Source: an optimization exercise on an open RTL-to-GDS flow (aim: small area, a short achievable clock period and few clock cycles per item). Production flows keep margins and buffers that such runs may drop.
The RTL was checked by simulation tests, not by an equivalence proof against the original design.

==> design.v <==
module matrixMultiplier(input st, rst, clk, input [7:0] data_in, output done, output [7:0] dataout);
  reg run, wt, done_r;
  reg [5:0] t;             
  reg [1:0] ph;            
  wire start = wt & ~st;
  always @(posedge clk or posedge rst)
    if (rst) begin run <= 1'b0; wt <= 1'b0; done_r <= 1'b0; end
    else begin
      wt <= wt ? st : (~run & st);
      run <= start | (run & (t != 6'd45));
      done_r <= run & (t == 6'd17);
    end
  assign done = done_r;
  always @(posedge clk) begin
    t <= start ? 6'd0 : t + 6'd1;
    ph <= (start | ph == 2'd2) ? 2'd0 : ph + 2'd1;
  end
  reg [7:0] ra0,ra1,ra2,ra3,ra4,ra5,ra6,ra7,ra8;
  reg [7:0] rb0,rb1,rb2,rb3,rb4,rb5,rb6,rb7,rb8;
  wire lda = (t < 6'd9);
  wire ldb = (t >= 6'd9) & (t < 6'd18);
  always @(posedge clk) begin
    ra0 <= lda ? data_in : ra8;
    {ra8,ra7,ra6,ra5,ra4,ra3,ra2,ra1} <= {ra7,ra6,ra5,ra4,ra3,ra2,ra1,ra0};
    rb0 <= ldb ? data_in : rb8;
    {rb8,rb7,rb6,rb5,rb4,rb3,rb2,rb1} <= {rb7,rb6,rb5,rb4,rb3,rb2,rb1,rb0};
  end
  reg [7:0] a, b;
  always @(*) begin
    case (t)
      6'd0: begin a = ra3; b = rb2; end
      6'd1: begin a = ra6; b = rb8; end
      6'd2: begin a = ra6; b = rb6; end
      6'd3: begin a = ra6; b = rb4; end
      6'd4: begin a = ra0; b = rb1; end
      6'd5: begin a = ra0; b = rb8; end
      6'd6: begin a = ra0; b = rb6; end
      6'd7: begin a = ra0; b = rb6; end
      6'd8: begin a = ra0; b = rb4; end
      6'd9: begin a = ra0; b = rb2; end
      6'd10: begin a = ra3; b = rb8; end
      6'd11: begin a = ra3; b = rb6; end
      6'd12: begin a = ra3; b = rb4; end
      6'd13: begin a = ra6; b = rb1; end
      6'd14: begin a = ra6; b = rb8; end
      6'd15: begin a = ra6; b = rb6; end
      6'd16: begin a = ra6; b = rb6; end
      6'd17: begin a = ra6; b = rb4; end
      6'd18: begin a = ra6; b = rb2; end
      6'd19: begin a = ra0; b = rb8; end
      6'd20: begin a = ra0; b = rb6; end
      6'd21: begin a = ra0; b = rb4; end
      6'd22: begin a = ra3; b = rb1; end
      6'd23: begin a = ra3; b = rb8; end
      6'd24: begin a = ra3; b = rb6; end
      6'd25: begin a = ra3; b = rb6; end
      6'd26: begin a = ra3; b = rb4; end
      6'd27: begin a = ra3; b = rb2; end
      6'd28: begin a = ra6; b = rb8; end
      6'd29: begin a = ra6; b = rb6; end
      6'd30: begin a = ra6; b = rb4; end
      6'd31: begin a = ra0; b = rb1; end
      6'd32: begin a = ra0; b = rb8; end
      6'd33: begin a = ra0; b = rb6; end
      6'd34: begin a = ra0; b = rb6; end
      6'd35: begin a = ra0; b = rb4; end
      6'd36: begin a = ra0; b = rb2; end
      6'd37: begin a = ra3; b = rb8; end
      6'd38: begin a = ra3; b = rb6; end
      6'd39: begin a = ra3; b = rb4; end
      6'd40: begin a = ra6; b = rb1; end
      6'd41: begin a = ra6; b = rb8; end
      6'd42: begin a = ra6; b = rb6; end
      6'd43: begin a = ra6; b = rb6; end
      6'd44: begin a = ra6; b = rb4; end
      6'd45: begin a = ra6; b = rb2; end
      6'd46: begin a = ra0; b = rb8; end
      6'd47: begin a = ra0; b = rb6; end
      6'd48: begin a = ra0; b = rb4; end
      6'd49: begin a = ra3; b = rb1; end
      6'd50: begin a = ra3; b = rb8; end
      6'd51: begin a = ra3; b = rb6; end
      6'd52: begin a = ra3; b = rb6; end
      6'd53: begin a = ra3; b = rb4; end
      6'd54: begin a = ra3; b = rb2; end
      6'd55: begin a = ra6; b = rb8; end
      6'd56: begin a = ra6; b = rb6; end
      6'd57: begin a = ra6; b = rb4; end
      6'd58: begin a = ra0; b = rb1; end
      6'd59: begin a = ra0; b = rb8; end
      6'd60: begin a = ra0; b = rb6; end
      6'd61: begin a = ra0; b = rb6; end
      6'd62: begin a = ra0; b = rb4; end
      6'd63: begin a = ra0; b = rb2; end
      default: begin a = 8'd0; b = 8'd0; end
    endcase
  end
  wire [15:0] mul = a * b;
  wire [15:0] p = mul;
  reg [16:0] acc;
  reg [17:0] res;
  wire [17:0] sum = (ph == 2'd1 ? 17'd0 : acc) + p;
  always @(posedge clk) begin
    acc <= sum[16:0];
    res <= (ph == 2'd0) ? sum : {8'd0, res[17:8]};
  end
  assign dataout = res[7:0];
endmodule
==> run.sh <==
#!/bin/bash
# synth_recipe.tcl (not shown) runs the flow's synth.tcl, then flattens the netlist and writes it again
# the make line also repeats each setting of config.mk as NAME=value (left out here)
make -C /OpenROAD-flow-scripts/flow DESIGN_CONFIG=/design/flow/config.mk WORK_HOME=/design/flow/orfs CLKGATE_MAP_FILE= SYNTH_SCRIPT=/design/flow/synth_recipe.tcl finish
==> config.mk <==
export PLATFORM = sky130hd
export DESIGN_NAME = matrixMultiplier
export DESIGN_NICKNAME = matrixMultiplier
export VERILOG_FILES = /design/flow/design.v
export SDC_FILE = /design/flow/constraint.sdc
export NUM_CORES = 4
export LEC_CHECK = 0
export ABC_CLOCK_PERIOD_IN_PS = 3000
export CAP_MARGIN = 20
export CORE_MARGIN = 2
export CORE_UTILIZATION = 40
export SETUP_SLACK_MARGIN = 5
export SLEW_MARGIN = 20
==> constraint.sdc <==
create_clock -name core_clock -period 10.0 [get_ports {clk}]
set_input_delay 2.0000 -clock core_clock [delete_from_list [all_inputs] [get_ports {clk}]]
set_output_delay 2.0000 -clock core_clock [all_outputs]
set_load 0.01 [all_outputs]
==> run notes, run 1 <==
Actual transition at the worst max-transition pin: 0.806 ns. In this run the deepest clock path goes through 2 buffers. By area the synthesized netlist is led by sky130_fd_sc_hd__dfxtp_1, sky130_fd_sc_hd__fa_1, sky130_fd_sc_hd__ha_1.

For the count of distinct cell types in the synthesized netlist, the log shows 72. The summed negative setup slack over all endpoints was 0 ns; the synthesized netlist net count was 897. The number of enable flip-flop cells after synthesis was 0; the placed wire-length estimate after detailed placement was 12.2 mm.

The cell area that synthesis handed to floorplanning was 8530 um^2. Setup violations remaining at the end of the flow were counted as 0. The tools report the floorplan row count as 53. The clock transition at the register clock pins on the worst setup and hold paths after CTS is 0.07 ns. Area fraction of the dominant cell type after synthesis: 0.439. The run gives 0 as the residual overflow from global routing. The area after detailed placement is 9190 um^2.

The routed wirelength normalized by instance count was 16.1 um. Fraction of synthesis flops using an asynchronous set or reset pin: 0.0158.

Broken down by cell family, the worst path's largest delay share belongs to adder cells. The tools report the maximum frequency from static timing analysis as 160 MHz. Most numerous cell on the critical path: sky130_fd_sc_hd__fa_1. The total instance count after detailed placement came out at 1054. The startpoint identified for the worst register-to-register timing path is t[0]. Number of antenna violations at the first check in global routing: 0. Setup repair after global routing could not meet its margin everywhere. The run gives 20 as the number of I/O pins. The later pin in the worst-skew pair is clocked with a latency of 0.43 ns.

The worst-case setup margin in the final layout came out at 3.75 ns. Before antenna repair, the detailed router went through 5 iterations. The critical path contains buffers and inverters numbering 6 combined. The endpoint identified for the worst register-to-register timing path is res[14].

The register-to-register path setup slack came out at 3.75 ns. The largest total area in the synthesized netlist belongs to sky130_fd_sc_hd__dfxtp_1.

The first global-routing pass estimated 29.9 mm of wire. The number of antenna diodes in the final layout is 0. The count of buffers added on input and output ports is 19. TritonCTS built the clock tree.

The area growth from synthesis to layout is 28.3%. Along the worst path, the maximum fanout reaches 7. Counting instances in the post-synthesis netlist gives the leading cell types as sky130_fd_sc_hd__dfxtp_1, sky130_fd_sc_hd__inv_1, sky130_fd_sc_hd__fa_1, sky130_fd_sc_hd__ha_1, sky130_fd_sc_hd__nor2_1. The mean post-synth cell area was 10.8 um^2. Critical path's slowest cell: sky130_fd_sc_hd__fa_1. The type of the worst setup path was reg -> reg. The starting utilization of the core area came out at 0.407. The finished cells cover 10900 um^2.

The count of max-cap constraint violations is 0, and the pre-CTS worst setup slack is 2.92 ns. The logs give 17 for the number of buffers inserted during clock tree synthesis and 190 for the number of sinks on the clock net. The tightest slew margin relative to the limit was 0.460; the area of the die was 22500 um^2. The register bit count reported by yosys was 190. The type of the tightest min-delay check was reg -> reg.

The flow ran to the end and the layout has no timing, DRC or antenna violations. The logs give 0 for the final-report hold violation count and 1156 for the final cell count without fillers. For this run, the slowest stage of the critical path takes 0.56 ns. In this run the most critical hold path is launched from ra2[6]. For the clock tree skew after final layout, the log shows 0.00978 ns. For this run, the leading register cell type out of synthesis is sky130_fd_sc_hd__dfxtp_1. Among all cell types in the netlist, the one instantiated most often is sky130_fd_sc_hd__dfxtp_1. After detailed routing, the total wire length is 18.6 mm. The run gives 0.175 as the aggregate global-route resource usage. Counting cells, the worst reg-to-reg path comes to 26.

The hold buffer count at CTS is 0, and the number of nets with antenna violations after routing is 0. The congestion estimate from routability-driven global placement came to 0.814. The path with the worst hold slack has its endpoint at ra3[6]. The nature of the critical path startpoint was a register. The share of cells above drive strength 1 was 0.300. The tools report the utilization after layout as 0.522. Detailed routing inserted a total of 5561 vias. The number of levels in the clock H-tree was 4; the core footprint was 21000 um^2.

Synthesis handed over a netlist of 788 instances. The clock period could shrink to 6.25 ns. The worst setup path is captured at a register.

The root cell of the clock tree is sky130_fd_sc_hd__clkbuf_16. The tools report the filler cell count as 1815. For the final routed DRC violation total, the log shows 0. In the routed layout, each cell is associated on average with a via count of 4.81. Counting instances, the worst hold path has a depth of 0. The number of max-slew violations in the final report was 0.

The number of global-route vias before repair is 5695. Entering global routing, the biggest net connects 35 pins. The logs give 10.33 ns for the data required time at the worst endpoint and 6.58 ns for the worst endpoint data arrival time. The fraction of the cycle the final worst path needs is 0.625. Part of the Yosys area used for sequential elements: 0.448. The die extent in y was 150 um. The number of synthesis warnings is 1. For this block, the initial DRC count from the detailed router was 189. In the final design database the tool counted 977 nets. The horizontal die dimension is 150 um.
-- area by class of cell --
cell class / count / area [um^2] / share of cell area
Clock buffer: 19 / 453 / 0.0414
Clock inverter: 13 / 148 / 0.0135
Inverter: 100 / 380 / 0.0348
Multi-Input combinational cell: 469 / 4910 / 0.449
Sequential cell: 190 / 3840 / 0.351
Tap cell: 275 / 344 / 0.0315
Timing Repair Buffer: 90 / 862 / 0.0788
-- cell usage in the layout (no fill, tap or decap), types with 7 or more instances in the layout --
cell / synthesis / final
sky130_fd_sc_hd__or2_1: 12 / 12
sky130_fd_sc_hd__mux2_2: 18 / 18
sky130_fd_sc_hd__nor2b_1: 25 / 20
sky130_fd_sc_hd__inv_2: 0 / 7
sky130_fd_sc_hd__clkbuf_16: 0 / 17
sky130_fd_sc_hd__nand3_1: 9 / 8
sky130_fd_sc_hd__buf_6: 1 / 17
sky130_fd_sc_hd__nand2b_1: 32 / 30
sky130_fd_sc_hd__a22o_1: 9 / 9
sky130_fd_sc_hd__o21ai_0: 35 / 20
sky130_fd_sc_hd__ha_1: 48 / 35
sky130_fd_sc_hd__a21oi_4: 0 / 7
sky130_fd_sc_hd__clkdlybuf4s50_1: 0 / 19
sky130_fd_sc_hd__inv_1: 100 / 91
sky130_fd_sc_hd__a21oi_2: 4 / 9
sky130_fd_sc_hd__dfxtp_1: 187 / 181
sky130_fd_sc_hd__and2_1: 8 / 8
sky130_fd_sc_hd__nand2_1: 30 / 28
sky130_fd_sc_hd__fa_1: 50 / 45
sky130_fd_sc_hd__buf_4: 15 / 48
sky130_fd_sc_hd__nor2_1: 43 / 35
sky130_fd_sc_hd__nor2_2: 1 / 7
sky130_fd_sc_hd__ha_4: 0 / 12
sky130_fd_sc_hd__o21ai_1: 1 / 11
-- state kept, by name, indices dropped and copies added (netlist names), 2 cells and up --
name	cells
ra1	8
rb4	8
ra6	8
rb0	8
rb8	8
ra5	8
ra7	8
rb7	8
ra0	8
rb3	8
ra8	8
ph	2
res	18
t	6
rb5	8
acc	17
rb1	8
ra2	8
rb2	8
ra3	8
rb6	8
ra4	8
-- logic make-up after synthesis --
kind of cell,after synthesis,synth area share
AND/OR/NAND/NOR,201,0.137
AO/OA/AOI/OAI,124,0.101
buffers and inverters,132,0.0669
flip-flops,190,0.448
adder cells (fa/ha/maj),98,0.188
XOR/XNOR,16,0.0164
multiplexers,27,0.0433
-- worst max path at each step --
stage	startpoint	end	slack (ns)	cells after the start
2_1_floorplan	t[0]	res[14]	4.07	24
3_3_place_gp	t[2]	res[14]	3.01	24
3_5_place_dp	t[2]	res[14]	2.92	23
4_1_cts	t[0]	res[14]	3.81	26
5_1_grt	t[5]	res[14]	3.51	24
6_report	t[0]	res[14]	3.75	26
-- layer usage --
layer / track usage / up-vias / part of all wire
met3: 0.0323 / 22 / 0.029
met4: 0.0594 / 0 / 0.020
met1: 0.235 / 2694 / 0.47
met5: 0 / - / 0
li1: - / 2751 / -
met2: 0.285 / 94 / 0.48
-- metrics by stage --
step,hold slack [ns]
after floorplan,0.310
final,0.324
after detailed placement,0.312
after global routing,0.324
after global placement,0.310
after CTS,0.326
-- what timing repair did --
action / in CTS / in global routing
endpoints found under the setup margin: 29 / 27
cloned: 2 / 1
setup buffers: 52 / 15
resized for setup: 74 / 46
pin swaps: 24 / 27
-- worst register-to-register path: cells and delay by family (launching register included) --
kind	cells	cell delay [ns]
adders and majority gates	6	2.50
AOI/OAI and AO/OA	5	1.30
and+or+nand+nor	7	1.15
buffers and inverters	6	0.43
DFF	1	0.40
muxes	1	0.28
xor gates and xnor gates	1	0.09
Testbench counts, summed over its fixed seeds: cycles 7,680, items 160.
==> run 2, diff against run 1 <==
--- a/config.mk
+++ b/config.mk
@@ -5,9 +5,7 @@
 export SDC_FILE = /design/flow/constraint.sdc
 export NUM_CORES = 4
 export LEC_CHECK = 0
-export ABC_CLOCK_PERIOD_IN_PS = 3000
 export CAP_MARGIN = 20
 export CORE_MARGIN = 2
 export CORE_UTILIZATION = 40
-export SETUP_SLACK_MARGIN = 5
 export SLEW_MARGIN = 20
==> run 2 against run 1 <==
  * Flip-flop and latch count stayed put
  * Area after synthesis did not move
  * Count of clock-buffer cells in the layout decreased by 2
  * Routed wire length fell by 11%
  * Cell count is 6.1% lower
  * Non-clock buffer count decreased by 67
  * Critical path depth is 3 lower
==> run notes, run 2 <==
The run finished with no timing, DRC or antenna violations. The post-synthesis to final-layout area growth came out at 11.9%. The clock arrives with 0.0110 ns of skew. The tightest slew margin relative to the limit was 0.398; the routed via count divided by cell count was 4.79. The repair_antennas step left the layout with diodes totalling 0. The area fraction of the dominant cell type after synthesis is 0.439.

Number of enable flip-flop cells after synthesis: 0. The tools report the worst endpoint data arrival time as 8.02 ns. The tools report the largest net degree at the start of global routing as 36. The count of max-cap constraint violations was 0; the actual transition at the worst max-transition pin was 0.903 ns. The top cell types in the final layout, fill and taps aside, are sky130_fd_sc_hd__dfxtp_1, sky130_fd_sc_hd__inv_1, sky130_fd_sc_hd__fa_1. The maximum root-to-sink buffer count is 2.

The largest individual stage delay along the critical path comes from the cell sky130_fd_sc_hd__dfxtp_1. The tools report the starting utilization of the core area as 0.407. The tools report the aggregate global-route resource usage as 0.159. For this run, the leading register cell type out of synthesis is sky130_fd_sc_hd__dfxtp_1. Insertion delay of the later-clocked pin in the worst-skew pair: 0.43 ns.

The total setup violations reported at the end of the flow was 0. Share of cells above drive strength 1: 0.107. The number of global-route vias before repair is 5357. The number of antenna violations at the first check in global routing was 0.

For this block, the via count after detailed routing is 5207. After synthesis, the cell types taking the most area are sky130_fd_sc_hd__dfxtp_1, sky130_fd_sc_hd__fa_1, sky130_fd_sc_hd__ha_1. The number of max-slew violations in the final report came out at 0.

The fraction of synthesis flops using an asynchronous set or reset pin works out to 0.0158. The die is 150 um tall. The synthesized area was 8530 um^2. CTS built an H-tree with a depth of 4.

After synthesis, the most frequently instantiated cells are sky130_fd_sc_hd__dfxtp_1, sky130_fd_sc_hd__inv_1, sky130_fd_sc_hd__fa_1, sky130_fd_sc_hd__ha_1, sky130_fd_sc_hd__nor2_1. After detailed routing, the total wire length is 16.5 mm.

Once layout is complete, the cells apart from fillers number 1086. Among all cell types in the netlist, the one instantiated most often is sky130_fd_sc_hd__dfxtp_1. Hold repair after CTS inserted 0 buffers. Buffers placed on the I/O ports in this run total 19.

The first global-routing pass estimated 27.5 mm of wire. The logs give 0.448 for the part of the Yosys area used for sequential elements and 788 for the number of cells produced by synthesis. The buffers plus inverters on the worst setup path is 4.

The tree is rooted in a sky130_fd_sc_hd__clkbuf_16. The fraction of the cycle the final worst path needs was 0.769. In this run, synthesis produced a sequential element count of 190. STA classifies the critical path startpoint as a register. The type of the worst setup path was reg -> reg. The detailed-routing iteration count for the pre-antenna-repair pass was 5. Cell taking the most area after synthesis: sky130_fd_sc_hd__dfxtp_1. Setup repair after global routing left no endpoint under its margin. Counting the buffers created by CTS gives 17. STA classifies the critical path endpoint as a register. The core footprint came out at 21000 um^2. The type of the tightest min-delay check was reg -> reg.

Detailed placement finished with a half-perimeter wire length of 12.3 mm. Subtracting the final worst setup slack from the clock period gives 7.69 ns. The largest registers in the layout are res (18), acc (17). Each instance of the synthesized netlist takes up on average 10.8 um^2.

The count of distinct cell types in the synthesized netlist came out at 72. The run gives 0 as the number of buffers inserted by post-CTS setup repair. The register with the most flip-flops in the final layout is res. The logs give 0 for the final routed DRC violation total and 22500 um^2 for the area of the die. TritonCTS built the clock tree. The register with the most flip-flops in the layout has 18 of them. The post-route cell area is 9550 um^2, and the summed negative setup slack over all endpoints is 0 ns. After detailed routing, the average wire length per cell comes to 15.2 um. The global placement routability congestion was 0.812. The total instance count after detailed placement was 1054; the area after detailed placement was 8900 um^2. The tools report the number of synthesis warnings as 1. Of all nets on the critical path, the largest fanout is 28.

Based on the critical path, the design can be clocked at up to 130 MHz. After the first detailed-routing iteration, the DRC count stood at 265. Post-CTS repair changed the size of 0 cells. The number of nets in the layout was 907. The horizontal die dimension was 150 um.

The largest single stage delay on the critical path is 0.90 ns. Counting the fill cells in the layout gives 2012. For this run the aggregate overflow at the end of global routing stands at 0. After clock tree synthesis, the clock-pin slew on the worst setup and hold paths is 0.08 ns.

Synthesis produced a netlist with a net count of 897. Walking the worst path, the cells encountered are nand2_1 > a2bb2oi_1 > o32ai_2 > nand4bb_1 > nor2_2 > a21oi_1 > nor2_1 > fa_1 > inv_1 > fa_1 > inv_1 > fa_1 > inv_1 > fa_1 > inv_1 > ha_1 > and3_1 > a221oi_1 > a211oi_1 > or3_1 > a21oi_1 > xnor2_1 > and2_1. STA puts the critical path data required time at 10.33 ns. The floorplan has 53 rows. The kind of cell with the highest combined delay along the critical path is adder cells. The run gives 190 as the number of sinks on the clock net. The number of I/O pins is 20. Leading cell type in the layout, fill and taps excluded: sky130_fd_sc_hd__dfxtp_1. Once detail routing completed, the nets flagged for antenna violations numbered 0. The final-report hold violation count came out at 0.
run 2: cell counts after synthesis:
Identical to the previous run, type by type.
run 2: final timing paths:
kind	to	slack [ns]	cells past startpoint	start
worst min-delay path	ra8[7]	0.32	0	ra7[7]
min in group asynchronous	done_r	1.73	2	rst
worst min register to register	ra8[7]	0.32	0	ra7[7]
worst max-delay path	res[14]	2.31	23	t[5]
max in group asynchronous	run	8.15	2	rst
worst max register to register	res[14]	2.31	23	t[5]
run 2: layout make-up:
cell class / instances / area [um^2] / share of cell area
tap: 275 / 344 / 0.0360
sequential: 190 / 3820 / 0.400
multi-input combinational: 466 / 4150 / 0.434
clock inverter: 15 / 216 / 0.0227
clock buffer: 17 / 425 / 0.0446
timing repair buffer: 23 / 220 / 0.0231
inverter: 100 / 375 / 0.0393
run 2: cells by family after synthesis:
kind of cell / count (synthesis) / share of synthesized area
AO/OA/AOI/OAI: 124 / 0.101
adder cells (fa/ha/maj): 98 / 0.188
XOR/XNOR: 16 / 0.0164
multiplexers: 27 / 0.0433
buffers and inverters: 132 / 0.0669
AND/OR/NAND/NOR: 201 / 0.137
flip-flops: 190 / 0.448
run 2: stage by stage:
step	hold slack (ns)	setup WS, ns	util
after floorplan	0.310	3.33	-
after global placement	0.309	2.55	0.425
after detailed placement	0.312	2.34	0.425
after CTS	0.326	2.32	0.456
after global routing	0.330	1.61	0.456
final	0.322	2.31	0.456
run 2: metal layers:
layer	up-vias	track usage	part of all wire
met5	-	0	0
met4	0	0.0547	0.015
met3	17	0.0293	0.023
met2	57	0.258	0.48
met1	2528	0.213	0.48
li1	2605	-	-

==> what the ideal ports hide <==
The flow's constraints put no driver on any port. The routed layouts listed below were extracted and timed again, unchanged, in two steps.
Step 1: set_driving_cell puts a clkbuf_16 on clk and a buf_2 on each other input, an assumption about the parent block.
Step 2 moves the port delays by t, midway between the first and last clock arrival at a register: inputs arrive t later, outputs are due t later. That takes back most of the time a late clock gives input paths.
Three values: ideal ports, drivers, drivers and shift; two values: the first two.
| run | t (ns) | setup slack, ns | latest minus earliest clock arrival (ns) |
|---|---|---|---|
| run 1 | 0.473 | 3.747 / 3.747 / 3.747 | 0.011 / 0.010 |
| run 2 | 0.472 | 2.313 / 2.313 / 2.313 | 0.012 / 0.012 |
After both steps setup and hold are still met in every run listed.
